Source: an optimization exercise on an open RTL-to-GDS flow (aim: small area). Production flows keep margins and buffers that such runs may drop.
The RTL was checked by simulation tests, not by an equivalence proof against the original design.
Power figures rest on the tool's default switching activity, not on a simulated workload.

===== design/flow/run.sh =====
#!/bin/bash
# synth_recipe.tcl (not shown) runs the flow's synth.tcl, then flattens the netlist and writes it again
# the make line also repeats each setting of config.mk as NAME=value (left out here)
make -C /OpenROAD-flow-scripts/flow DESIGN_CONFIG=/design/flow/config.mk WORK_HOME=/design/flow/orfs CLKGATE_MAP_FILE= SYNTH_SCRIPT=/design/flow/synth_recipe.tcl finish

===== design/flow/config.mk =====
export PLATFORM = sky130hd
export DESIGN_NAME = Digital_Clock
export DESIGN_NICKNAME = Digital_Clock
export VERILOG_FILES = /design/flow/design.v
export SDC_FILE = /design/flow/constraint.sdc
export NUM_CORES = 4
export LEC_CHECK = 0
export CAP_MARGIN = 20
export CORE_MARGIN = 2
export CORE_UTILIZATION = 35
export PLACE_DENSITY = 0.6
export SLEW_MARGIN = 20

===== design/flow/constraint.sdc =====
create_clock -name core_clock -period 10.0 [get_ports {clk}]
set_input_delay 2.0000 -clock core_clock [delete_from_list [all_inputs] [get_ports {clk}]]
set_output_delay 2.0000 -clock core_clock [all_outputs]
set_load 0.01 [all_outputs]

===== design/flow/design.v =====
`timescale 1ns / 1ps
module sevseg (
    input clk,
    input rst,
    input [3:0] binary_input_0,  
    input [3:0] binary_input_1,
    input [3:0] binary_input_2,
    input [3:0] binary_input_3,
    output reg [3:0] IO_SSEG_SEL,  
    output reg [6:0] IO_SSEG  
    );
    reg [1:0] current_LED;
    reg [7:0] LED_out [3:0];
    reg [18:0] counter; 
    parameter max_counter = 5;  
    wire [3:0] four_bit_data [3:0];  
    assign  four_bit_data[0] = binary_input_0;
    assign  four_bit_data[1] = binary_input_1;
    assign  four_bit_data[2] = binary_input_2;
    assign  four_bit_data[3] = binary_input_3;
    integer i;
    always @(posedge clk) begin
      if (rst) begin
        counter <= 0;
        current_LED <= 0;
        for (i = 0; i < 4; i = i + 1)
            LED_out[i] <= 8'd0;
        IO_SSEG_SEL <= 4'b1111;
        IO_SSEG <= 7'b1111111;
      end else begin
        if (counter < max_counter) begin
            counter <= counter+1;
        end else begin
            current_LED <= current_LED + 1;
            counter <= 0;
        end
		case(four_bit_data[current_LED])  
			 4'b0000 : LED_out[current_LED] <= 7'b1000000;  
			 4'b0001 : LED_out[current_LED] <= 7'b1111001;  
			 4'b0010 : LED_out[current_LED] <= 7'b0100100;  
			 4'b0011 : LED_out[current_LED] <= 7'b0110000;  
			 4'b0100 : LED_out[current_LED] <= 7'b0011001;  
			 4'b0101 : LED_out[current_LED] <= 7'b0010010;  
			 4'b0110 : LED_out[current_LED] <= 7'b0000010;  
			 4'b0111 : LED_out[current_LED] <= 7'b1111000;  
			 4'b1000 : LED_out[current_LED] <= 7'b0000000;  
			 4'b1001 : LED_out[current_LED] <= 7'b0011000;  
			 4'b1010 : LED_out[current_LED] <= 7'b0001000;  
			 4'b1011 : LED_out[current_LED] <= 7'b0000011;  
			 4'b1100 : LED_out[current_LED] <= 7'b1000110;  
			 4'b1101 : LED_out[current_LED] <= 7'b0100001;  
			 4'b1110 : LED_out[current_LED] <= 7'b0000110;  
			 default : LED_out[current_LED] <= 7'b0001110;  
		 endcase
        case(current_LED)
            0: begin
                IO_SSEG_SEL <= 4'b1110;
                IO_SSEG <= LED_out[0];
            end
            1: begin
                IO_SSEG_SEL <= 4'b1101;
                IO_SSEG <= LED_out[1];            
            end
            2: begin
                IO_SSEG_SEL <= 4'b1011;
                IO_SSEG <= LED_out[2];
            end
            3: begin
                IO_SSEG_SEL <= 4'b0111;
                IO_SSEG <= LED_out[3];
            end                
        endcase        
      end  
    end    
endmodule
`timescale 1ns / 1ps
module Digital_Clock(
    input clk,  
    input rst,  
    input IO_BTN_C,IO_BTN_U, IO_BTN_L, IO_BTN_R, IO_BTN_D,  
    input [0:0] IO_SWITCH, 
    output [6:0] IO_SSEG, output [3:0] IO_SSEG_SEL,  
    output [0:0] IO_LED  
    );
    reg [31:0] counter;
    parameter max_counter = 23;   
    parameter set_counter = 5;    
    reg [5:0] Hours, Minutes, Seconds; 
    reg [3:0] Digit_0,Digit_1, Digit_2, Digit_3; 
    reg [0:0] current_bit;       
    reg Military_or_AMPM;  
    reg AM_PM;   
    assign IO_LED[0] = AM_PM;
    sevseg display(.clk(clk),        
        .rst(rst),
        .binary_input_0(Digit_0),
        .binary_input_1(Digit_1),
        .binary_input_2(Digit_2),
        .binary_input_3(Digit_3),
        .IO_SSEG_SEL(IO_SSEG_SEL),
        .IO_SSEG(IO_SSEG));
    parameter Hours_And_Minutes = 1'b0;  
    parameter Set_Clock = 1'b1;          
    reg [0:0] Current_Mode;  
    always @(posedge clk) begin
      if (rst) begin
        counter <= 0;
        Hours <= 0;
        Minutes <= 0;
        Seconds <= 0;
        Digit_0 <= 0;
        Digit_1 <= 0;
        Digit_2 <= 0;
        Digit_3 <= 0;
        current_bit <= 0;
        Military_or_AMPM <= 0;
        AM_PM <= 0;
        Current_Mode <= Set_Clock;
      end else begin
        case(Current_Mode)
            Hours_And_Minutes: begin  
                if (IO_BTN_C) begin
                    Current_Mode <= Set_Clock;  
                    counter <= 0;
                    current_bit <= 0;
                    Seconds <= 0;  
                end
                if (counter < max_counter) begin  
                    counter <= counter + 1;
                end else begin
                    counter <= 0;
                    Seconds <= Seconds + 1;
                end                                
            end  
            Set_Clock: begin
                if (IO_BTN_C) begin  
                    Current_Mode <= Hours_And_Minutes;
                end
                if (counter < (set_counter)) begin  
                    counter <= counter + 1;
                end else begin
                    counter <= 0;
                    case (current_bit)
                        1'b0: begin  
                            if (IO_BTN_U) begin  
                                Minutes <= Minutes + 1;
                            end
                            if (IO_BTN_D) begin  
                                if (Minutes > 0) begin
                                    Minutes <= Minutes - 1;
                                end else if (Hours > 1) begin
                                    Hours <= Hours - 1;
                                    Minutes <= 59;
                                end else if (Hours == 1) begin
                                    Hours <= 12;
                                    Minutes <= 59;
                                end
                            end
                            if (IO_BTN_L || IO_BTN_R) begin  
                                current_bit <= 1;
                            end
                        end  
                        1'b1: begin  
                            if (IO_BTN_U) begin  
                                Hours <= Hours + 1;
                            end
                            if (IO_BTN_D) begin  
                                if (Hours > 1) begin
                                    Hours <= Hours - 1;
                                end else if (Hours == 1) begin
                                    Hours <= 12;
                                end
                            end
                            if (IO_BTN_R || IO_BTN_L) begin  
                                current_bit <= 0;
                            end
                        end  
                endcase    
                end                    
            end  
        endcase  
        if (Seconds >= 60) begin  
                Seconds <= 0;
                Minutes <= Minutes + 1;
        end
        if (Minutes >= 60) begin  
                Minutes <= 0;
                Hours <= Hours + 1;
        end
        if (Hours >= 24) begin  
            Hours <= 0;
        end
        Military_or_AMPM <= IO_SWITCH[0];
        if (Military_or_AMPM) begin  
            Digit_0 <= Minutes % 10;   
            Digit_1 <= Minutes / 10;   
            Digit_2 <= Hours % 10;     
            Digit_3 <= Hours / 10;     
            AM_PM <= 0;
        end 
        else begin               
            Digit_0 <= Minutes % 10;   
            Digit_1 <= Minutes / 10;   
            if (Hours < 12) begin
                if (Hours == 0) begin  
                    Digit_2 <= 2;
                    Digit_3 <= 1;
                end else begin
                    Digit_2 <= Hours % 10;     
                    Digit_3 <= Hours / 10;     
                end
                AM_PM <= 0;
            end else begin  
                if (Hours == 12) begin  
                    Digit_2 <= 2;
                    Digit_3 <= 1;
                end else begin
                    Digit_2 <= (Hours - 12) % 10;     
                    Digit_3 <= (Hours - 12) / 10;     
                end
                AM_PM <= 1;                        
            end  
        end  
      end  
    end  
endmodule

==> summary.txt <==
[state kept, by name, indices dropped and copies added (netlist names)]
name,flops
Digit_2,4
Seconds,6
Minutes,6
Digit_0,4
counter,32
display.IO_SSEG,7
current_bit,1
Digit_1,3
display.LED_out,28
Digit_3,4
display.IO_SSEG_SEL,4
Current_Mode,1
Military_or_AMPM,1
Hours,6
display.current_LED,2
AM_PM,1
display.counter,19
[cell usage after synthesis (all sizes together) (3+ instances only)]
| master | count | share of area (%) |
|---|---|---|
| mux2i | 7 | 1.1 |
| a21oi | 40 | 3.2 |
| o211ai | 10 | 1.2 |
| or3 | 9 | 0.89 |
| o22ai | 6 | 0.60 |
| o2bb2ai | 3 | 0.42 |
| nor3 | 15 | 1.2 |
| a221oi | 4 | 0.83 |
| nor2b | 8 | 0.80 |
| o21ai | 39 | 3.2 |
| nand4 | 5 | 0.50 |
| nor4 | 12 | 1.2 |
| and3 | 6 | 0.60 |
| nand2b | 19 | 1.9 |
| and2 | 11 | 1.1 |
| a211oi | 12 | 1.5 |
| buf | 9 | 0.79 |
| nand2 | 53 | 3.2 |
| inv | 28 | 1.7 |
| xnor2 | 12 | 1.7 |
| edfxtp | 28 | 13 |
| nand3 | 19 | 1.5 |
| ha | 23 | 4.6 |
| a31oi | 11 | 1.2 |
| o31a | 3 | 0.42 |
| a21o | 15 | 1.8 |
| o31ai | 8 | 0.95 |
| a211o | 5 | 0.70 |
| or2 | 8 | 0.83 |
| nor2 | 80 | 4.8 |
| dfxtp | 101 | 32 |
| o21a | 6 | 0.72 |
| clkbuf | 32 | 1.9 |
| nor3b | 6 | 0.72 |
| mux2 | 3 | 0.54 |
| a222oi | 10 | 1.6 |
[layer usage]
metal,part of all wire (%),track usage [%],vias to the layer above
met5,0,0,-
met4,1.0,4.46,0
met3,5.1,4.12,12
met2,46,23.0,124
met1,48,20.0,2385
li1,-,-,2585
[stage by stage]
step | cell area [sq um] | utilization, % | cells | total power [mW] | setup WS, ps
final | 7380 | 41.5 | 983 | 1.78 | 6160
after global routing | 7380 | 41.5 | 983 | 1.90 | 6040
after CTS | 7380 | 41.5 | 983 | 1.79 | 6200
after detailed placement | 6780 | 38.1 | 951 | 1.15 | 5760
after global placement | 6780 | 38.1 | 951 | 1.15 | 5850
after floorplan | 6450 | - | 741 | 1.04 | 6440
[report_power, final]
group	switching (mW)	internal [mW]
combinational	0.297	0.207
clock	0.239	0.396
sequential	0.0547	0.591
[cells by family after synthesis]
group | after synthesis | share of synthesized area (%)
XOR/XNOR | 14 | 1.95
AND/OR/NAND/NOR | 257 | 20.1
adder cells (fa/ha/maj) | 24 | 4.73
buffers and inverters | 70 | 4.43
multiplexers | 10 | 1.65
other | 2 | 0.119
flip-flops | 129 | 45.5
AO/OA/AOI/OAI | 193 | 21.5
[worst max-delay path, delay by kind of cell]
kind,cells,cell delay (ps)
AO/OA/AOI/OAI,3,860
AND/OR/NAND/NOR,3,350
buffers and inverters,2,970
[cell type report]
type | instances | area share, %
well taps | 229 | 3.88
clock buffers | 18 | 5.81
clock inverters | 14 | 2.42
inverters | 29 | 1.47
flip-flops and latches | 129 | 38.8
multi-input cells | 542 | 44.8
repair buffers | 22 | 2.81
[worst paths after layout]
kind	from	slack, ps	cells after the start	endpoint
hold / removal	display.counter[0]$_SDFF_PP0_	440	1	display.counter[0]$_SDFF_PP0_
setup / recovery	IO_BTN_D	6160	8	Hours[4]$_SDFFE_PP0P_
hold reg to reg	display.counter[0]$_SDFF_PP0_	440	1	display.counter[0]$_SDFF_PP0_
setup reg to reg	Hours[3]$_SDFFE_PP0P_	6320	10	Digit_2[1]$_SDFF_PP0_
==> impl_results.md <==
* Final net count at 772
* Routed vias/inst at 5.19
* Crit path top cell by count: nor2_2
* Total track usage at 14.8%
* Clk buf depth at 2
* GPL Wtd Cong at 0.850
* Tightest Pin Transition at 876 ps
* Number of max-cap violations at 0
* Final setup TNS at 0 ps
* Final ANT Viol Nets at 0
* Worst vdd ir at 0.129 mV
* Rows at 49
* Slowest cell on the critical path: clkdlybuf4s50_1
* Tcrit/Tclk final at 38.4%
* Required time worst endpoint at 10340 ps
* Final hold slack at 443 ps
* Number of CTS-inserted buffers at 17
* Final min period at 3840 ps
* Largest stage delay, worst path at 640 ps
* First-pass GRT wire length at 23400 um
* EDFF count, synth at 28
* Buffers on Ports at 19
* Endpoints failing setup at 0
* Slew HR at 41.5%
* Worst path cell trace: clkdlybuf4s50_1 > clkinv_1 > a2111oi_4 > nor2_2 > nor2_2 > nand2_2 > a211o_1 > a31oi_1
* Synth warnings at 2
* Syn avg cell area at 9.01 sq um
* Worst min path class: reg2reg
* FFs w/ async S/R, synth at 0%
* Core Area at 17800 sq um
* Fmax at 260 MHz
* Startpoint Class: primary input
* Lkg Pwr at 2.91 nW
* Via count of the routed design at 5106
* H-tree depth at 4
* Pwr dens at 242 nW/um^2
* CTS tree: built
* Inserted Diodes at 0
* Post-synthesis sequential area ratio at 45.5%
* Die extent in y at 138 um
* Area added between synthesis and finish at 17.3%
* Largest net degree at the start of global routing at 53
* Final wirelength at 13600 um
* Synth cell types at 74
* Synthesis-stage register bit count at 129
* Root Driver: clkbuf_16
* Initial Utilization at 35.4%
* Synthesized cell area at 6290 sq um
* Initial antenna violation count at 0
* DRC at 0
* Fill count at 1743
* Max Fanout on Critical Path at 9
* Unrepaired setup endpoints after global routing: false
* Final Max Slew Viols at 0
* DIE WIDTH at 138 um
* IO Pins at 20
* Critical path arrival at 4180 ps
* Synth Instances at 699
* Outcome: timing/DRC/antenna clean
* Commonest non-fill, non-tap cell in the layout: dfxtp_1
* Top_reg_cell synth: dfxtp_1
* DR pass1 iterations at 5
* Crit. End Element: register
* Multi-input logic area at 3310 sq um
* Iteration-0 DRC count of the detailed router at 452
* GRT overflow at 0
* Register area at 2860 sq um
* Most frequent cells in the layout: 101 x dfxtp_1, 78 x nor2_1, 52 x nand2_1
* Cts repair resizes at 0
* Setup Crit Path Kind: in2reg
* Post-Route Skew at 8.92 ps
* Share of cells above drive strength 1 at 7.16%
* DR WL/cell at 13.8 um
* Post-CTS setup buffers at 0
* Vias in the first global route at 4695
* Die ar. at 19100 sq um
* DPL Wire Length at 9130 um
* Clock sinks at 129
* Final hold violations at 0
* Clock latency (worst-skew pair) at 410 ps
* Hold_buf cts at 0
* Reg clk slew, reported paths at 60 ps

## static timing again, ports no longer ideal
The results above use ideal ports. As a check the final layout listed here was re-extracted and re-timed, cells and wires unchanged. Step 1 assumes that a clkbuf_16 drives the clock port and a buf_2 every other input. Step 2 moves the port delays by t, midway between the first and last clock arrival at a register: inputs arrive t later, outputs are due t later. That takes back most of the time a late clock gives input paths. Slacks: no drivers / after step 1 / after step 2; pairs: no drivers / after step 1.
shift t [ns]: 0.446
slack for setup (ns): 6.159 / 6.174 / 5.729
worst setup path after step 2: input to register
slew at the worst register clock pin (ns): 0.06 / 0.06
After both steps this run still meets setup and hold. The setup slack of this run moves by +0.015 ns with the drivers and by -0.430 ns with both steps.
